Context: an optimization exercise on an open-source flow, tuned for small area. The choices shown serve that exercise and are no tape-out recipe.
Function was checked by simulation only, so behaviour that the tests miss may differ from the original.

==> try-fjord <==
Design MDC_NTT, start of the top module:
module MDC_NTT(
    input clk,
    input rst,
    input mode,
    input en,
    input [11:0] i1,
    input [11:0] i2,
    output [11:0] o1,
    output [11:0] o2,
    output done
    );
==> module modadd, before the edit <==
module modadd(
    input  [11:0] a,
    input  [11:0] b,
    output [11:0] c
);
    wire [12:0] s  = a + b;
    wire [12:0] sq = s + 13'd4863;                   
    wire        ge = s[12] | (s[11:0] >= 12'd3329);
    assign c = ge ? sq[11:0] : s[11:0];
endmodule
==> module reduc_q, before the edit <==
module reduc_q(
    input  [23:0] p,
    output [11:0] qe
);
    wire [14:0] a   = p[23:10] + p[23:12];
    wire [14:0] b   = p[23:16] + p[23:18];
    wire [14:0] acc = a + ~b + 15'd2;
    assign qe = acc[13:2];
endmodule
==> module reduc_d, before the edit <==
module reduc_d(
    input  [12:0] plo,
    input  [11:0] qe,
    output [12:0] rr
);
    wire [12:0] m = qe + {qe[4:0], 8'd0} + {qe[2:0], 10'd0} + {qe[1:0], 11'd0};
    assign rr = plo + ~m + 13'd1;
endmodule
make LEC_CHECK=0 CAP_MARGIN=20 CORE_MARGIN=2 CORE_UTILIZATION=70 CTS_BUF_LIST=sky130_fd_sc_hd__clkbuf_16 CTS_CLUSTER_DIAMETER=100 CTS_CLUSTER_SIZE=27 PLACE_DENSITY=0.8 SLEW_MARGIN=20 finish   # period 8.0 ns
run.sh (not shown) runs the stock make flow with config.mk's settings and CLKGATE_MAP_FILE= SYNTH_SCRIPT=/design/flow/synth_recipe.tcl, a recipe that flattens the netlist after the stock synthesis.
==> inputs of try-nickel, as changes to try-fjord <==
--- a/flow/design.v
+++ b/flow/design.v
@@ -385,7 +385,6 @@
 );
     wire [12:0] s  = a + b;
-    wire [12:0] sq = s + 13'd4863;                   
-    wire        ge = s[12] | (s[11:0] >= 12'd3329);
-    assign c = ge ? sq[11:0] : s[11:0];
+    wire [13:0] sq = {1'b0, s} - 14'd3329;
+    assign c = sq[13] ? s[11:0] : sq[11:0];
 endmodule
 module modsub(
@@ -402,7 +401,5 @@
     output [11:0] qe
 );
-    wire [14:0] a   = p[23:10] + p[23:12];
-    wire [14:0] b   = p[23:16] + p[23:18];
-    wire [14:0] acc = a + ~b + 15'd2;
+    wire [14:0] acc = p[23:10] + p[23:12] - p[23:16] - p[23:18] + 15'd1;
     assign qe = acc[13:2];
 endmodule
@@ -412,6 +409,5 @@
     output [12:0] rr
 );
-    wire [12:0] m = qe + {qe[4:0], 8'd0} + {qe[2:0], 10'd0} + {qe[1:0], 11'd0};
-    assign rr = plo + ~m + 13'd1;
+    assign rr = plo - qe - {qe[4:0], 8'd0} - {qe[2:0], 10'd0} - {qe[1:0], 11'd0};
 endmodule
 module reduc_c(
CTS_CLUSTER_SIZE = 24   (was 27)
==> inputs of try-pepper, as changes to try-fjord <==
--- a/flow/design.v
+++ b/flow/design.v
@@ -385,7 +385,6 @@
 );
     wire [12:0] s  = a + b;
-    wire [12:0] sq = s + 13'd4863;                   
-    wire        ge = s[12] | (s[11:0] >= 12'd3329);
-    assign c = ge ? sq[11:0] : s[11:0];
+    wire [13:0] sq = {1'b0, s} - 14'd3329;
+    assign c = sq[13] ? s[11:0] : sq[11:0];
 endmodule
 module modsub(
@@ -402,7 +401,5 @@
     output [11:0] qe
 );
-    wire [14:0] a   = p[23:10] + p[23:12];
-    wire [14:0] b   = p[23:16] + p[23:18];
-    wire [14:0] acc = a + ~b + 15'd2;
+    wire [14:0] acc = p[23:10] + p[23:12] - p[23:16] - p[23:18] + 15'd1;
     assign qe = acc[13:2];
 endmodule
@@ -412,6 +409,5 @@
     output [12:0] rr
 );
-    wire [12:0] m = qe + {qe[4:0], 8'd0} + {qe[2:0], 10'd0} + {qe[1:0], 11'd0};
-    assign rr = plo + ~m + 13'd1;
+    assign rr = plo - qe - {qe[4:0], 8'd0} - {qe[2:0], 10'd0} - {qe[1:0], 11'd0};
 endmodule
 module reduc_c(
==> run notes <==
The lowest worst setup slack belongs to try-pepper, the highest to try-fjord.
Sequential share of layout area: try-pepper is higher than try-nickel (0.064 points).
Of try-nickel and try-fjord, try-nickel has the higher wire length (gap about 4%, measured against try-fjord).
Against try-fjord, the die area of try-pepper is higher by about 1.7%.
Core utilization: try-fjord is lower than try-pepper (0.11 points).
Of try-pepper and try-nickel, try-nickel has the higher global-route usage (gap 0.17 points).
==> figures <==
                                                                              try-fjord                   try-pepper                  try-nickel
Outcome                                                no timing/DRC/antenna violations  no timing/DRC/antenna violations  no timing/DRC/antenna violations
Final Non-Filler Cells                                                            12800                        13000                       13000
Wirelength, routed                                                       260000 microns               269000 microns              270000 microns
Area Growth Syn to Fin                                                            4.99%                        4.88%                       5.06%
Gpl congestion                                                                    0.960                        0.945                       0.945
Fraction of the mapped netlist area in adder cells                                0.243                        0.252                       0.252
CP max stage cell                                                               o41ai_1                    a2111oi_0                   a2111oi_0
Depth of the worst register-to-register path                                         21                           22                          20
Fraction of layout instances using a drive strength above 1                      0.0435                       0.0461                      0.0462
CLK BUF                                                                             103                          103                         112
Number of vias per cell                                                            5.72                         5.66                        5.68
Critical path endpoint                                       g_bf[2].bf.p_r[19]$_DFF_P_  g_bf[1].bf.rr_r[12]$_DFF_P_  g_bf[1].bf.p_r[23]$_DFF_P_
Count of plain and timing-repair buffers                                             93                           94                          94

---

==> exp/lagoon: inputs <==
Another version of the RTL of MDC_NTT (not shown whole).
==> module MDC_NTT, before the edit <==
module MDC_NTT(
    input clk,
    input rst,
    input mode,
    input en,
    input [11:0] i1,
    input [11:0] i2,
    output [11:0] o1,
    output [11:0] o2,
    output done
    );
    reg [6:0] cnt;
    reg       run;
    reg       done_r;
    reg       m;         
    always @(posedge clk) begin
        if (!rst) m <= mode;
    end
    always @(posedge clk) begin
        if (!rst) begin
            cnt    <= 7'd0;
            run    <= 1'b0;
            done_r <= 1'b0;
        end else begin
            if (run | en) cnt <= cnt + 7'd1;
            run <= run | en;
            if (cnt == LAST) done_r <= en;
        end
    end
    assign done = done_r;
    localparam integer LAT = 4;
    function [5:0] s_ntt(input integer L);
        s_ntt = LAT*L + 64 - (64 >> L);
    endfunction
    function [5:0] s_intt(input integer L);
        s_intt = LAT*L + (1 << L) - 1;
    endfunction
    function [5:0] bf_off(input integer k, input m);
        bf_off = m ? s_intt(6 - k) : s_ntt(k);
    endfunction
    function [5:0] c_off(input integer k, input m);
        c_off = m ? s_intt(5 - k) + LAT : s_ntt(k) + LAT;
    endfunction
    localparam [6:0] LAST = 7*LAT + 63 - 1;    
    wire [11:0] bf_i1 [0:6];
    wire [11:0] bf_i2 [0:6];
    wire [11:0] bf_o1 [0:6];
    wire [11:0] bf_o2 [0:6];
    wire [11:0] c_i1 [0:5];
    wire [11:0] c_i2 [0:5];
    wire [11:0] c_o1 [0:5];
    wire [11:0] c_o2 [0:5];
    genvar k;
    generate
        for (k = 0; k < 7; k = k + 1) begin : g_bf
            wire [5:0] ph  = cnt[5:0] - bf_off(k, m);
            wire [5:0] g   = ph >> (6 - k);
            wire [5:0] idx = m ? ~g : g;
            if (k == 0) begin : g_in0
                assign bf_i1[k] = m ? c_o1[0] : i1;
                assign bf_i2[k] = m ? c_o2[0] : i2;
            end else if (k == 6) begin : g_in6
                assign bf_i1[k] = m ? i1 : c_o1[5];
                assign bf_i2[k] = m ? i2 : c_o2[5];
            end else begin : g_in
                assign bf_i1[k] = m ? c_o1[k] : c_o1[k-1];
                assign bf_i2[k] = m ? c_o2[k] : c_o2[k-1];
            end
            BF #(k) bf(.clk(clk), .mode(m), .widx(idx),
                       .a1(bf_i1[k]), .a2(bf_i2[k]), .o1(bf_o1[k]), .o2(bf_o2[k]));
        end
        for (k = 0; k < 6; k = k + 1) begin : g_c
            wire [5:0] ph = cnt[5:0] - c_off(k, m);
            wire sel = ph[5 - k];
            assign c_i1[k] = m ? bf_o1[k+1] : bf_o1[k];
            assign c_i2[k] = m ? bf_o2[k+1] : bf_o2[k];
            C2 #(32 >> k) c(.clk(clk), .sel(sel), .i1(c_i1[k]), .i2(c_i2[k]),
                            .o1(c_o1[k]), .o2(c_o2[k]));
        end
    endgenerate
    assign o1 = m ? bf_o1[0] : bf_o1[6];
    assign o2 = m ? bf_o2[0] : bf_o2[6];
endmodule
==> module BF, before the edit <==
module BF #(
    parameter K = 1
)(
    input             clk,
    input             mode,
    input      [5:0]  widx,
    input      [11:0] a1,
    input      [11:0] a2,
    output reg [11:0] o1,
    output reg [11:0] o2
);
    reg  [11:0] x_r, side_r, side2_r, side3_r;
    reg  [23:0] p_r;
    reg  [12:0] rr_r;
    wire [11:0] t, s, d;
    modadd add(.a(mode ? a1 : side3_r), .b(mode ? a2 : t), .c(s));
    modsub sub(.a(mode ? a2 : side3_r), .b(mode ? a1 : t), .c(d));
    wire [11:0] w;
    generate
        if (K == 0) begin : g_w0
            reg m_q;                         
            always @(posedge clk) m_q <= mode;
            assign w = m_q ? 12'd1652 : 12'd1729;
        end else begin : g_wi
            reg [K-1:0] i_q;
            always @(posedge clk) i_q <= widx[K-1:0];
            tw_rom #(K) rom(.idx({{(6-K){1'b0}}, i_q}), .w(w));
        end
    endgenerate
    always @(posedge clk) begin
        x_r    <= mode ? d : a2;
        side_r <= mode ? s : a1;
    end
    always @(posedge clk) begin
        p_r     <= x_r * w;
        side2_r <= side_r;
    end
    wire [11:0] qe;
    wire [12:0] rr;
    reduc_q rq(.p(p_r), .qe(qe));
    reduc_d rd(.plo(p_r[12:0]), .qe(qe), .rr(rr));
    always @(posedge clk) begin
        rr_r    <= rr;
        side3_r <= side2_r;
    end
    reduc_c rc(.rr(rr_r), .r(t));
    wire [11:0] o1_intt;
    generate
        if (K == 0) begin : g_sc
            wire [23:0] v = 24'd86554 - {side2_r, 4'd0} - {side2_r, 3'd0} - {side2_r, 1'b0};
            wire [11:0] qv;
            reduc_q rqv(.p(v), .qe(qv));
            reg  [12:0] vlo_r;
            reg  [4:0]  qv_r;
            always @(posedge clk) begin
                vlo_r <= v[12:0];
                qv_r  <= qv[4:0];
            end
            wire [12:0] rv;
            reduc_d rdv(.plo(vlo_r), .qe({7'd0, qv_r}), .rr(rv));
            reduc_c rcv(.rr(rv), .r(o1_intt));
        end else begin : g_nsc
            assign o1_intt = side3_r;
        end
    endgenerate
    always @(posedge clk) begin
        o1 <= mode ? o1_intt : s;
        o2 <= mode ? t : d;
    end
endmodule
==> module modadd, before the edit <==
module modadd(
    input  [11:0] a,
    input  [11:0] b,
    output [11:0] c
);
    wire [12:0] s  = a + b;
    wire [13:0] sq = {1'b0, s} - 14'd3329;
    assign c = sq[13] ? s[11:0] : sq[11:0];
endmodule
==> module modsub, before the edit <==
module modsub(
    input  [11:0] a,
    input  [11:0] b,
    output [11:0] c
);
    wire [12:0] d  = {1'b0, a} - {1'b0, b};
    wire [12:0] dq = d + 13'd3329;
    assign c = d[12] ? dq[11:0] : d[11:0];
endmodule
==> module reduc_d, before the edit <==
module reduc_d(
    input  [12:0] plo,
    input  [11:0] qe,
    output [12:0] rr
);
    assign rr = plo - qe - {qe[4:0], 8'd0} - {qe[2:0], 10'd0} - {qe[1:0], 11'd0};
endmodule
==> module reduc_c, before the edit <==
module reduc_c(
    input  [12:0] rr,
    output [11:0] r
);
    wire [12:0] rq = rr + 13'd3329;
    assign r = rr[12] ? rq[11:0] : rr[11:0];
endmodule
export LEC_CHECK = 0
export CAP_MARGIN = 20
export CORE_MARGIN = 2
export CORE_UTILIZATION = 75
export CTS_BUF_LIST = sky130_fd_sc_hd__clkbuf_8
export PLACE_DENSITY = 0.85
export SLEW_MARGIN = 20
create_clock -name core_clock -period 8.0 [get_ports {clk}]
==> exp/umber: changes against exp/lagoon <==
--- a/flow/design.v
+++ b/flow/design.v
@@ -28,7 +28,7 @@
         end
     end
     assign done = done_r;
-    localparam integer LAT = 4;
+    localparam integer LAT = 3;
     function [5:0] s_ntt(input integer L);
         s_ntt = LAT*L + 64 - (64 >> L);
     endfunction
@@ -92,62 +92,43 @@
     output reg [11:0] o1,
     output reg [11:0] o2
 );
-    reg  [11:0] x_r, side_r, side2_r, side3_r;
-    reg  [23:0] p_r;
-    reg  [12:0] rr_r;
+    reg  [11:0] x_r, side_r, side2_r;
+    reg  [12:0] plo_r;
+    reg  [11:0] qe_r;
     wire [11:0] t, s, d;
-    modadd add(.a(mode ? a1 : side3_r), .b(mode ? a2 : t), .c(s));
-    modsub sub(.a(mode ? a2 : side3_r), .b(mode ? a1 : t), .c(d));
-    wire [11:0] w;
+    modadd add(.h(mode), .a(mode ? a1 : side2_r), .b(mode ? a2 : t), .c(s));
+    modsub sub(.h(mode), .a(mode ? a2 : side2_r), .b(mode ? a1 : t), .c(d));
+    wire [11:0] w_r;
     generate
         if (K == 0) begin : g_w0
-            reg m_q;                         
-            always @(posedge clk) m_q <= mode;
-            assign w = m_q ? 12'd1652 : 12'd1729;
-        end else begin : g_wi
+            assign w_r = 12'd1729;
+        end else if (K <= 3) begin : g_wi
             reg [K-1:0] i_q;
             always @(posedge clk) i_q <= widx[K-1:0];
-            tw_rom #(K) rom(.idx({{(6-K){1'b0}}, i_q}), .w(w));
+            tw_rom #(K) rom(.idx({{(6-K){1'b0}}, i_q}), .w(w_r));
+        end else begin : g_w
+            reg [11:0] w_q;
+            wire [11:0] w;
+            tw_rom #(K) rom(.idx(widx), .w(w));
+            always @(posedge clk) w_q <= w;
+            assign w_r = w_q;
         end
     endgenerate
     always @(posedge clk) begin
         x_r    <= mode ? d : a2;
         side_r <= mode ? s : a1;
     end
-    always @(posedge clk) begin
-        p_r     <= x_r * w;
-        side2_r <= side_r;
-    end
+    wire [23:0] p = x_r * w_r;
     wire [11:0] qe;
-    wire [12:0] rr;
-    reduc_q rq(.p(p_r), .qe(qe));
-    reduc_d rd(.plo(p_r[12:0]), .qe(qe), .rr(rr));
+    reduc_q rq(.p(p), .qe(qe));
     always @(posedge clk) begin
-        rr_r    <= rr;
-        side3_r <= side2_r;
+        plo_r   <= p[12:0];
+        qe_r    <= qe;
+        side2_r <= side_r;
     end
-    reduc_c rc(.rr(rr_r), .r(t));
-    wire [11:0] o1_intt;
-    generate
-        if (K == 0) begin : g_sc
-            wire [23:0] v = 24'd86554 - {side2_r, 4'd0} - {side2_r, 3'd0} - {side2_r, 1'b0};
-            wire [11:0] qv;
-            reduc_q rqv(.p(v), .qe(qv));
-            reg  [12:0] vlo_r;
-            reg  [4:0]  qv_r;
-            always @(posedge clk) begin
-                vlo_r <= v[12:0];
-                qv_r  <= qv[4:0];
-            end
-            wire [12:0] rv;
-            reduc_d rdv(.plo(vlo_r), .qe({7'd0, qv_r}), .rr(rv));
-            reduc_c rcv(.rr(rv), .r(o1_intt));
-        end else begin : g_nsc
-            assign o1_intt = side3_r;
-        end
-    endgenerate
+    reduc_r rr(.plo(plo_r), .qe(qe_r), .r(t));
     always @(posedge clk) begin
-        o1 <= mode ? o1_intt : s;
+        o1 <= mode ? side2_r : s;
         o2 <= mode ? t : d;
     end
 endmodule
@@ -359,22 +340,30 @@
     assign D_o = D_store[LEN-1];
 endmodule
 module modadd(
+    input         h,
     input  [11:0] a,
     input  [11:0] b,
     output [11:0] c
 );
     wire [12:0] s  = a + b;
-    wire [13:0] sq = {1'b0, s} - 14'd3329;
-    assign c = sq[13] ? s[11:0] : sq[11:0];
+    wire [13:0] sm = {1'b0, s} - 14'd3329;
+    wire [13:0] sp = {1'b0, s} + 14'd3329;
+    wire [11:0] cf = sm[13] ? s[11:0] : sm[11:0];
+    wire [11:0] ch = !s[0] ? s[12:1] : (sm[13] ? sp[12:1] : sm[12:1]);
+    assign c = h ? ch : cf;
 endmodule
 module modsub(
+    input         h,
     input  [11:0] a,
     input  [11:0] b,
     output [11:0] c
 );
-    wire [12:0] d  = {1'b0, a} - {1'b0, b};
-    wire [12:0] dq = d + 13'd3329;
-    assign c = d[12] ? dq[11:0] : d[11:0];
+    wire [12:0] d   = {1'b0, a} - {1'b0, b};
+    wire [13:0] dp  = {d[12], d} + 14'd3329;
+    wire [13:0] dpp = {d[12], d} + 14'd6658;
+    wire [11:0] cf  = d[12] ? dp[11:0] : d[11:0];
+    wire [11:0] ch  = d[0] ? dp[12:1] : (d[12] ? dpp[12:1] : d[12:1]);
+    assign c = h ? ch : cf;
 endmodule
 module reduc_q(
     input  [23:0] p,
@@ -383,17 +372,12 @@
     wire [14:0] acc = p[23:10] + p[23:12] - p[23:16] - p[23:18] + 15'd1;
     assign qe = acc[13:2];
 endmodule
-module reduc_d(
+module reduc_r(
     input  [12:0] plo,
     input  [11:0] qe,
-    output [12:0] rr
-);
-    assign rr = plo - qe - {qe[4:0], 8'd0} - {qe[2:0], 10'd0} - {qe[1:0], 11'd0};
-endmodule
-module reduc_c(
-    input  [12:0] rr,
     output [11:0] r
 );
+    wire [12:0] rr = plo - qe - {qe[4:0], 8'd0} - {qe[2:0], 10'd0} - {qe[1:0], 11'd0};
     wire [12:0] rq = rr + 13'd3329;
     assign r = rr[12] ? rq[11:0] : rr[11:0];
 endmodule
--- a/flow/config.mk
+++ b/flow/config.mk
@@ -7,7 +7,8 @@
 export LEC_CHECK = 0
 export CAP_MARGIN = 20
 export CORE_MARGIN = 2
-export CORE_UTILIZATION = 75
+export CORE_UTILIZATION = 65
 export CTS_BUF_LIST = sky130_fd_sc_hd__clkbuf_8
-export PLACE_DENSITY = 0.85
+export PLACE_DENSITY = 0.75
+export SETUP_SLACK_MARGIN = 0.3
 export SLEW_MARGIN = 20
==> exp/yarrow: changes against exp/lagoon <==
--- a/flow/config.mk
+++ b/flow/config.mk
@@ -7,7 +7,9 @@
 export LEC_CHECK = 0
 export CAP_MARGIN = 20
 export CORE_MARGIN = 2
-export CORE_UTILIZATION = 75
-export CTS_BUF_LIST = sky130_fd_sc_hd__clkbuf_8
-export PLACE_DENSITY = 0.85
+export CORE_UTILIZATION = 70
+export CTS_BUF_LIST = sky130_fd_sc_hd__clkbuf_16
+export CTS_CLUSTER_DIAMETER = 100
+export CTS_CLUSTER_SIZE = 24
+export PLACE_DENSITY = 0.8
 export SLEW_MARGIN = 20
==> metrics.cfg <==
[synthesis]
post_synth_num_cell_types=114
area_share_of_fa_ha_maj_cells_after_synthesis=0.235
synthesis.area_um2=117000

[run_status]
violatedChecks=setup timing
outcome=complete, but fails checks

[cts]
tritoncts.num_buffers=338

[die]
chipHeight_um=428
die_width_um=428

[route]
drt-initial-drc-count=6946

[timing]
setup_violations=11
worst_path_setup_slack_after_routing_ns=-0.171

[finish]
seq_cell_count=2168

The numbers above come from exp/umber.

==> metrics.cfg <==
[critical_path]
worstReg2RegStart=g_bf[0].bf.p_r[18]$_DFF_P_

[cts]
tritoncts.num_buffers=111

[timing]
worst_path_setup_slack_after_routing_ns=1.13
setup_violations=0

[finish]
seq_cell_count=2353
antenna_cells=12

[die]
chipHeight_um=415
die_width_um=415
floorplan.die_area_um2=173000

[route]
drt-initial-drc-count=6850

[run_status]
outcome=finished clean

[synthesis]
post_synth_mux_area_share=0.0348
area_share_of_fa_ha_maj_cells_after_synthesis=0.247
post_synth_num_cell_types=111
synthesis.area_um2=119000

[grt]
use_met1=0.453

The numbers above come from exp/yarrow.

==> metrics.cfg <==
[run_status]
outcome=finished clean

[die]
die_width_um=402
chipHeight_um=402

[timing]
worst_path_setup_slack_after_routing_ns=1.13
setup_violations=0

[critical_path]
slowest_delay_ns=0.76

[synthesis]
area_share_of_fa_ha_maj_cells_after_synthesis=0.247
post_synth_num_cell_types=111

[route]
drt-initial-drc-count=8358

The numbers above come from exp/lagoon.

[port drivers added, routing unchanged]
How much do the figures lean on ideal ports? The routed layouts below were timed once more, with nothing changed but the port constraints. Step 1, drivers: a clkbuf_16 drives clk and a buf_2 each remaining input, both assumed. Step 2 times the ports against the registers' clock, not the clock port: input delays grow and output delays shrink by t, the midpoint of the rising clock arrivals with the driver on. Slacks: no drivers / after step 1 / after step 2; pairs: no drivers / after step 1.
run	t (ns)	setup slack, ns	hold WS [ns]	clock arrival spread, ns	worst slew at a driven data input, ns
try-fjord	0.841	1.419 / 1.419 / 1.419	0.272 / 0.272 / 0.272	0.086 / 0.086	0.10
try-nickel	0.848	0.987 / 0.987 / 0.987	0.278 / 0.278 / 0.278	0.082 / 0.082	0.09
try-pepper	0.852	0.639 / 0.639 / 0.639	0.290 / 0.290 / 0.290	0.072 / 0.072	0.09
exp/lagoon	1.136	1.131 / 1.131 / 1.131	0.271 / 0.271 / 0.271	0.107 / 0.107	0.12
exp/umber	1.123	-0.171 / -0.171 / -0.171	0.262 / 0.262 / 0.262	0.135 / 0.135	0.19
exp/yarrow	0.893	1.131 / 1.131 / 1.131	0.284 / 0.284 / 0.284	0.078 / 0.079	0.22
